Background: an optimization exercise with open tools, aiming at small area. Do not read the settings as production practice. Only simulation tests tie the RTL to the original design; equivalence was not proved.

==> flow/design.v (excerpt) <==
module KitchenTimer(
input clk, reset, minbtn, secbtn, pause, start, count_up, zippy,
input[5:0] timesetter,
output zled,
output [6:0] seven,
output [3:0] AN);
Size: roughly 380 cells after synthesis, about 26 I/O pins.
Settings: LEC_CHECK=0, CAP_MARGIN=20, CORE_MARGIN=2, CORE_UTILIZATION=75, SLEW_MARGIN=20; clock period 12.0 ns.
standard.sh (not shown) runs the stock make flow with config.mk's settings and CLKGATE_MAP_FILE= SYNTH_SCRIPT=/design/flow/synth_recipe.tcl, a recipe that flattens the netlist after the stock synthesis.
==> flow/flow/run.sh <==
#!/bin/bash
# Own flow: the standard synthesis for reference, the same synthesis with area-oriented ABC
# scripts (best one kept), then the standard layout steps with small port buffers.
set -uo pipefail
W=$PWD
F=$W/flow
make_synth() {  # $1 work home, $2 synth script
  make -C $FLOW_HOME DESIGN_CONFIG=$W/config.mk WORK_HOME=$1 CLKGATE_MAP_FILE= \
    SYNTH_SCRIPT=$2 CAP_MARGIN=20 CORE_MARGIN=2 CORE_UTILIZATION=75 SLEW_MARGIN=20 \
    ADDER_MAP_FILE= synth
}
# reference: the standard synthesis
make -C $FLOW_HOME DESIGN_CONFIG=$W/config.mk WORK_HOME=$W/std CLKGATE_MAP_FILE= \
  SYNTH_SCRIPT=$W/synth_recipe.tcl CAP_MARGIN=20 CORE_MARGIN=2 CORE_UTILIZATION=75 SLEW_MARGIN=20 \
  synth > $W/synth_std.log 2>&1 || exit 1
STD=$W/std/results/$FLOW_PLATFORM/KitchenTimer/base/1_2_yosys.v
best=""; bestarea=""
for i in 1 2 3 4 5 6; do
  sed "s|@ABC@|$F/abc$i.script|" $F/my_synth.tcl.in > $W/my_synth_$i.tcl
  ( make_synth $W/syn$i $W/my_synth_$i.tcl > $W/synth_$i.log 2>&1 ) &
done
wait
for i in 1 2 3 4 5 6; do
  N=$W/syn$i/results/$FLOW_PLATFORM/KitchenTimer/base/1_2_yosys.v
  R=$W/syn$i/reports/$FLOW_PLATFORM/KitchenTimer/base/synth_stat.txt
  [ -f $N ] || continue
  python3 $F/regs.py $STD $N >> $W/regs_check.log 2>&1 || continue
  a=$(grep "Chip area for module" $R | tail -1 | awk '{print $NF}')
  echo "abc$i: $a" >> $W/synth_choice.log
  if [ -z "$best" ] || python3 -c "import sys; sys.exit(0 if $a < $bestarea else 1)"; then best=$N; bestarea=$a; fi
done
[ -n "$best" ] || best=$STD
echo "chosen: $best" >> $W/synth_choice.log
cp $best $W/chosen_netlist.v
bash $W/standard.sh SYNTH_NETLIST_FILES=$W/chosen_netlist.v \
  "BUFFER_PORTS_ARGS=-buffer_cell sky130_fd_sc_hd__buf_1" \
  "CTS_ARGS=-sink_clustering_enable -repair_clock_nets -dont_use_dummy_load -buf_list sky130_fd_sc_hd__clkbuf_4" finish > $W/layout.log 2>&1
Other scripts of this flow, unchanged in this note and not shown: flow/flow/abc1.script, flow/flow/abc2.script, flow/flow/abc3.script, flow/flow/abc4.script, flow/flow/abc5.script, flow/flow/abc6.script, flow/flow/my_synth.tcl.in, flow/flow/regs.py
Next try:
--- a/flow/flow/run.sh
+++ b/flow/flow/run.sh
@@ -7,10 +7,10 @@
 make_synth() {  # $1 work home, $2 synth script
   make -C $FLOW_HOME DESIGN_CONFIG=$W/config.mk WORK_HOME=$1 CLKGATE_MAP_FILE= \
-    SYNTH_SCRIPT=$2 CAP_MARGIN=20 CORE_MARGIN=2 CORE_UTILIZATION=75 SLEW_MARGIN=20 \
+    SYNTH_SCRIPT=$2 CAP_MARGIN=20 CORE_MARGIN=2 CORE_UTILIZATION=85 SLEW_MARGIN=20 \
     ADDER_MAP_FILE= synth
 }
 # reference: the standard synthesis
 make -C $FLOW_HOME DESIGN_CONFIG=$W/config.mk WORK_HOME=$W/std CLKGATE_MAP_FILE= \
-  SYNTH_SCRIPT=$W/synth_recipe.tcl CAP_MARGIN=20 CORE_MARGIN=2 CORE_UTILIZATION=75 SLEW_MARGIN=20 \
+  SYNTH_SCRIPT=$W/synth_recipe.tcl CAP_MARGIN=20 CORE_MARGIN=2 CORE_UTILIZATION=85 SLEW_MARGIN=20 \
   synth > $W/synth_std.log 2>&1 || exit 1
 STD=$W/std/results/$FLOW_PLATFORM/KitchenTimer/base/1_2_yosys.v
--- a/flow/config.mk
+++ b/flow/config.mk
@@ -8,4 +8,4 @@
 export CAP_MARGIN = 20
 export CORE_MARGIN = 2
-export CORE_UTILIZATION = 75
+export CORE_UTILIZATION = 85
 export SLEW_MARGIN = 20
The changed run aborted during global placement without I/O.
Area after synthesis does not change.
Synthesized cell count does not change.

==> re-timing with driven ports <==
Ports are ideal in the flow. The routed layout listed here was re-timed in OpenROAD. Step 1 (the two cells are an assumption about what drives the block):
set clk [get_ports {clk}]
set_driving_cell -lib_cell sky130_fd_sc_hd__clkbuf_16 $clk
set_driving_cell -lib_cell sky130_fd_sc_hd__buf_2 [delete_from_list [all_inputs] $clk]
Step 2 moves the port delays by t, midway between the first and last clock arrival at a register: inputs arrive t later, outputs are due t later. That takes back most of the time a late clock gives input paths. Three values: ideal ports, drivers, drivers and shift; two values: the first two.
run: the first run
shift t [ns]: 0.427
setup slack, ns: 6.710 / 6.715 / 6.288
worst register clock-pin slew, ns: 0.12 / 0.12
worst data-port slew with drivers (ns): 0.03
After both steps setup and hold are still met in the first run. For the first run, drivers alone change the setup slack by +0.005 ns; drivers and shift together by -0.422 ns.
